Context: an optimization exercise on an open-source flow, tuned for small area, a short achievable clock period and few clock cycles. The choices shown serve that exercise and are no tape-out recipe.
Power is estimated from default activity; no workload was simulated.

// drawLine
module drawLine
    (
        output logic [18:0] addr  ,
        output logic [31:0] data  ,
        output logic        wr    ,
        input  logic        busy  ,
        input  logic        clk   ,
        input  logic        reset ,
        input  logic        clk_en,
        input  logic        start ,
        output logic        done  ,
        input  logic [31:0] dataa ,
        input  logic [31:0] datab ,
        input  logic  [7:0] n     ,
        output logic [31:0] result
    );
    logic        sa, sb, sc, se, sf, sg, sw, run;   
    logic        single;                            
    logic        first;                             
    logic        steep, sgx, sgy;
    logic [10:0] freg;
    logic  [9:0] cnt;
    wire [9:0] rp = result[9:0];
    wire [9:0] rq = result[29:20];
    wire idle = ~(sa | sb | sc | se | sf | sg | sw | run);
    wire [9:0] x0 = dataa[9:0];
    wire [9:0] y0 = dataa[19:10];
    wire [9:0] x1 = dataa[29:20];
    wire [9:0] y1 = datab[9:0];
    wire       empty = (x0 == x1) && (y0 == y1) && (n != 8'd0);
    logic       cci;
    wire [11:0] ccw = {1'b0, cnt, 1'b1} + {1'b0, ~rq, cci};
    wire        ccout = ccw[11];
    wire  [9:0] cc = ccw[10:1];
    wire        g    = ~freg[10];               
    logic       sbc;                            
    wire        fsel = sbc | g;
    wire        fci  = sb | g;
    wire [10:0] fop  = fsel ? ~{1'b0, rp} : {1'b0, rq};
    wire [11:0] fsw  = {freg, 1'b1} + {fop, fci};
    wire [10:0] fs   = fsw[11:1];
    wire  [9:0] bigD = steep ? rq : cnt;
    logic       mxs, mys;                       
    wire        mx  = g ? ~first : mxs;
    wire        my  = g ? ~first : mys;
    wire        xn  = mx & sgx;
    wire        h0  = my ^ xn;
    wire        h1  = my ? sgy : xn;
    wire        h2  = my ? ~sgy : xn;
    wire [18:0] addend = {{9{h1}}, h2, h1, h0, {6{xn}}, mx}
                       | {2'b00, rp & {10{sb}}, 7'd0}
                       | {9'd0, rq[9:7] & {3{sc}}, 7'd0};
    wire [18:0] asum = addr + addend;
    wire issue = ~busy;
    wire start_e = idle & start;
    wire ev_run  = (sg | run) & issue;           
    wire last    = (cnt == 10'd1);
  ...
Size in the first run: ~860 cells after synthesis, ~7400 µm² of cells after synthesis.
clock: 6.0 ns
lec_check: 0
abc_clock_period_in_ps: 2500
cap_margin: 20
core_margin: 2
core_utilization: 40
place_density: 0.6
setup_slack_margin: 2.9
slew_margin: 20
standard.sh (not shown) runs the stock make flow with config.mk's settings and CLKGATE_MAP_FILE= SYNTH_SCRIPT=/design/flow/synth_recipe.tcl, a recipe that flattens the netlist after the stock synthesis.
==> flow/flow/run.sh <==
#!/bin/bash
# Standard layout, with the port buffers made of the smallest buffer cell
# (the resizer upsizes them where timing needs it).
set -euo pipefail
export BUFFER_PORTS_ARGS="-buffer_cell sky130_fd_sc_hd__buf_1"
bash standard.sh finish > make_finish.log 2>&1
The baseline completed with no timing, DRC or antenna violations.
Next try:
Settings changed: SETUP_SLACK_MARGIN 2.9 to 3.0.
Global-route usage is lower by 0.51 points.
Design area went up by 1.9%.
Hold slack improves by 3.2 ps.
Fmax drops by 1.2%.
Setup slack gets worse by 38 ps.
Clock skew stays flat.
Count of clock-buffer cells in the layout stays the same.
Area after synthesis stays the same.
Next try:
Settings changed: SETUP_SLACK_MARGIN 3.0 to 3.1.
What happened: Fmax drops by 0.32%; setup slack loses 11 ps; cell area climbs by 2.1%; hold slack is about the same.
No functional check of the RTL was part of any run of this note.

The RTL this note starts from:
==> flow/design.v <==
module drawLine
    (
        output logic [18:0] addr  ,
        output logic [31:0] data  ,
        output logic        wr    ,
        input  logic        busy  ,
        input  logic        clk   ,
        input  logic        reset ,
        input  logic        clk_en,
        input  logic        start ,
        output logic        done  ,
        input  logic [31:0] dataa ,
        input  logic [31:0] datab ,
        input  logic  [7:0] n     ,
        output logic [31:0] result
    );
    logic        sa, sb, sc, sd, se, sf, sg, sw, run;   
    logic        single;                            
    logic        first;                             
    logic        steep, sgx, sgy;
    logic [10:0] freg;
    logic  [9:0] cnt;
    wire [9:0] rp = result[9:0];
    wire [9:0] rq = result[29:20];
    wire idle = ~(sa | sb | sc | sd | se | sf | sg | sw | run);
    wire [9:0] x0 = dataa[9:0];
    wire [9:0] y0 = dataa[19:10];
    wire [9:0] x1 = dataa[29:20];
    wire [9:0] y1 = datab[9:0];
    wire       empty = (x0 == x1) && (y0 == y1) && (n != 8'd0);
    logic       cci;
    wire [11:0] ccw = {1'b0, cnt, 1'b1} + {1'b0, ~rq, cci};
    wire        ccout = ccw[11];
    wire  [9:0] cc = ccw[10:1];
    wire        g    = ~freg[10];               
    logic       sbc;                            
    wire        fsel = sbc | g;
    wire        fci  = sb | g;
    wire [10:0] fop  = fsel ? ~{1'b0, rp} : {1'b0, rq};
    wire [11:0] fsw  = {freg, 1'b1} + {fop, fci};
    wire [10:0] fs   = fsw[11:1];
    wire  [9:0] bigD = steep ? rq : cnt;
    logic nf, kx, nkx, ky, nky, s_hi, s_9, s_7, s_lo, s_0;
    wire [18:0] setup_op = {2'b00, rp & {10{sb}}, 7'd0}
                         | {9'd0, rq[9:7] & {3{sc}}, 7'd0};
    wire [18:0] add_d = {{9{ky}}, nky, ky, nkx, {6{kx}}, nf};
    wire [18:0] add_s = {{9{s_hi}}, s_9, s_hi, s_7, {6{s_lo}}, s_0};
    wire [18:0] asum = addr + ((g & run) ? add_d : (add_s | setup_op));
    wire issue = ~busy;
    wire start_e = idle & start;
    wire ev_run  = (sg | run) & issue;           
    wire last    = (cnt == 10'd1);
    wire ev_one  = ((sc & single) | sw) & issue;  
    wire fin     = (ev_run & last) | ev_one;      
    wire fin_ld  = ((sg | run) & last) | (sc & single) | sw;
    wire        en_cnt  = start_e | sc | (sf & steep) | ev_run;
    wire  [9:0] d_cnt   = (sg | run) ? cnt - 10'd1 :
                          sc ? cc ^ {10{sgx}} :
                          sf ? rq : x1;
    wire        en_freg = start_e | sb | sc | sf | sg | (run & issue & ~first);
    wire [10:0] d_freg  = sf ? ~{2'b00, bigD[9:1]} :
                          idle ? {1'b0, y1} : fs;
    wire        en_addr = start_e | sb | sc | (run & issue);
    wire [18:0] d_addr  = idle ? {y0, 2'b00, x0[6:0]} : asum;
    wire        en_rp   = sa | sb | sf | fin_ld;
    wire  [9:0] d_rp    = sa ? y0 : sb ? 10'd0 : sf ? cc ^ {10{steep}} : datab[9:0];
    wire        en_rq   = sa | sd | (sf & steep) | fin_ld;
    wire  [9:0] d_rq    = sa ? x0 : sd ? freg[9:0] ^ {10{sgy}} : sf ? cnt : datab[29:20];
    wire        en_col  = sa | fin_ld;
    assign data = {22'd0, result[19:10]};
    always_ff @(posedge clk) begin
        if (reset) begin
            sa     <= 1'b0;
            sb     <= 1'b0;
            sc     <= 1'b0;
            sd     <= 1'b0;
            se     <= 1'b0;
            sf     <= 1'b0;
            sg     <= 1'b0;
            sw     <= 1'b0;
            run    <= 1'b0;
            wr     <= 1'b0;
            done   <= 1'b0;
            result <= 32'd0;
        end else if (clk_en) begin
            sa   <= start_e & ~empty;
            sb   <= sa;
            sc   <= sb;
            sd   <= sc & ~single;
            se   <= sd;
            sf   <= se;
            sg   <= sf;
            sw   <= ((sc & single) | sw) & ~issue;
            run  <= (sg | run) & ~(issue & last);
            wr   <= ev_run | ev_one;
            done <= (start_e & empty) | fin;
            if (en_rp)  result[9:0]   <= d_rp;
            if (en_col) result[19:10] <= datab[19:10];
            if (en_rq)  result[29:20] <= d_rq;
            if (fin_ld) result[31:30] <= datab[31:30];
        end
    end
    always_ff @(posedge clk) begin
        if (clk_en) begin
            if (start_e) begin
                single <= (n == 8'd0);
            end
            cci <= sa | ((sb | se) & ccout);
            sbc <= sa | sb;
            if (start_e | ev_run)
                first <= start_e;
            if (start_e | (ev_run & first)) begin
                nf   <= ~start_e;
                kx   <= ~start_e & sgx;
                nkx  <= ~start_e & ~sgx;
                ky   <= ~start_e & sgy;
                nky  <= ~start_e & ~sgy;
                s_hi <= ~start_e & (steep ? sgy : sgx);
                s_9  <= ~start_e & (steep ? ~sgy : sgx);
                s_7  <= ~start_e & (steep | sgx);
                s_lo <= ~start_e & ~steep & sgx;
                s_0  <= ~start_e & ~steep;
            end
            if (sb)
                sgx <= ~ccout;
            if (sc)
                sgy <= freg[10];
            if (se)
                steep <= ~ccout;
            if (en_cnt)
                cnt <= d_cnt;
            if (en_freg)
                freg <= d_freg;
            if (en_addr)
                addr <= d_addr;
        end
    end
endmodule
Settings: LEC_CHECK=0, ABC_CLOCK_PERIOD_IN_PS=2500, CAP_MARGIN=20, CORE_MARGIN=2, CORE_UTILIZATION=40, PLACE_DENSITY=0.6, SETUP_SLACK_MARGIN=3.1, SLEW_MARGIN=20; clock period 6.0 ns.
Scripts as last shown in full above: flow/flow/run.sh
The first run completed with no timing, DRC or antenna violations.
Rerun with:
SETUP_SLACK_MARGIN = 3.3   (was 3.1)
After rerunning: Cell count rose by 1.7%. Combinational power climbs by about 5%. Clock skew hardly moves. Synthesized cell count stays the same. Critical path depth is unchanged. Flip-flop and latch count is unchanged. Count of clock-buffer cells in the layout went down by 1. Worst setup slack improved by 0.026 ns. Total power rises by 3.4%. Utilization went up by 1.9 points. Design area increases by 4.0%.
Function was not checked in any run of this note: the RTL went through the layout flow alone.

Setup of old:
Another version of the RTL of drawLine (not shown whole).
Size: roughly 890 cells after synthesis, ~160 I/O pins, roughly 7400 um^2 of cells after synthesis.
==> flow/design.v (excerpt) <==
module drawLine
    (
        output logic [18:0] addr  ,
        output logic [31:0] data  ,
        output logic        wr    ,
        input  logic        busy  ,
        input  logic        clk   ,
        input  logic        reset ,
        input  logic        clk_en,
        input  logic        start ,
        output logic        done  ,
        input  logic [31:0] dataa ,
        input  logic [31:0] datab ,
        input  logic  [7:0] n     ,
        output logic [31:0] result
    );
clock: 6.0 ns
lec_check: 0
abc_clock_period_in_ps: 2500
cap_margin: 20
core_margin: 2
core_utilization: 40
place_density: 0.6
setup_slack_margin: 3.1
slew_margin: 20
Scripts as last shown in full above: flow/flow/run.sh
old: PASS, flow complete, no timing, DRC or antenna violations
Relative to old, the following input files were edited for new:
# old
export LEC_CHECK = 0
export ABC_CLOCK_PERIOD_IN_PS = 2500
export CAP_MARGIN = 20
export CORE_MARGIN = 2
export CORE_UTILIZATION = 40
export PLACE_DENSITY = 0.6
export SETUP_SLACK_MARGIN = 3.1
export SLEW_MARGIN = 20
create_clock -name core_clock -period 6.0 [get_ports {clk}]
# new
export LEC_CHECK = 0
export ABC_CLOCK_PERIOD_IN_PS = 2500
export CAP_MARGIN = 20
export CORE_MARGIN = 2
export CORE_UTILIZATION = 40
export PLACE_DENSITY = 0.6
export SETUP_SLACK_MARGIN = 2.9
export SLEW_MARGIN = 20
create_clock -name core_clock -period 6.0 [get_ports {clk}]
[summary]
new: done, clean on timing, DRC and antenna
Relative to old, the post-route standard cell area excluding fillers measured on new has decreased by a few percent.
The sequential power on new is in line with that on old.
Cell depth of the worst setup path delta (new -> old): insignificant
Status: fraction of power spent switching nets parity (old, new)
Between old and new, the sequential share of the synthesized area does not differ in any meaningful way.
When new is set beside old, its global-route usage turns out to be 0.26 points larger.
The layout overhead on the synthesized area in new sits 3.4 points below the value recorded for old.
Diff old -> new: sequential portion of the cell area now sits higher, via density per instance down 0.50%.
No run of this note included a check of the RTL's function; only the layout flow was run.

-- separate check: timing with driven ports --
The results above use ideal ports. As a check the final layouts listed here were re-extracted and re-timed, cells and wires unchanged. Step 1 sets driving cells, clkbuf_16 on the clock port and buf_2 on the other inputs (assumed; they add their load-dependent delay and slew). Step 2 adds t to the input delays and takes it off the output delays; t is the mean of the earliest and latest rising clock arrival at the registers after step 1. Input paths then give back, and output paths get back, about the clock's delay inside the block. Slacks: ideal / step 1 / step 2; pairs: ideal / step 1.
run	t, ns	slack for setup (ns)	clock arrival spread, ns	cell pins on the clock port's net
the first run of note 1	0.405	2.696 / 2.696 / 2.696	0.010 / 0.010	1
the second run of note 1	0.397	2.658 / 2.658 / 2.658	0.009 / 0.009	1
the third run of note 1	0.406	2.647 / 2.647 / 2.647	0.012 / 0.013	1
the first run of note 2	0.393	2.730 / 2.730 / 2.730	0.011 / 0.012	1
the second run of note 2	0.397	2.756 / 2.756 / 2.756	0.009 / 0.009	1
old	0.404	3.027 / 3.027 / 2.875	0.009 / 0.009	1
new	0.398	2.932 / 2.932 / 2.798	0.011 / 0.011	1
After both steps setup and hold are still met in every run listed. The setup slack of old, which loses most, moves by 0.000 ns with the drivers and by -0.152 ns with both steps.
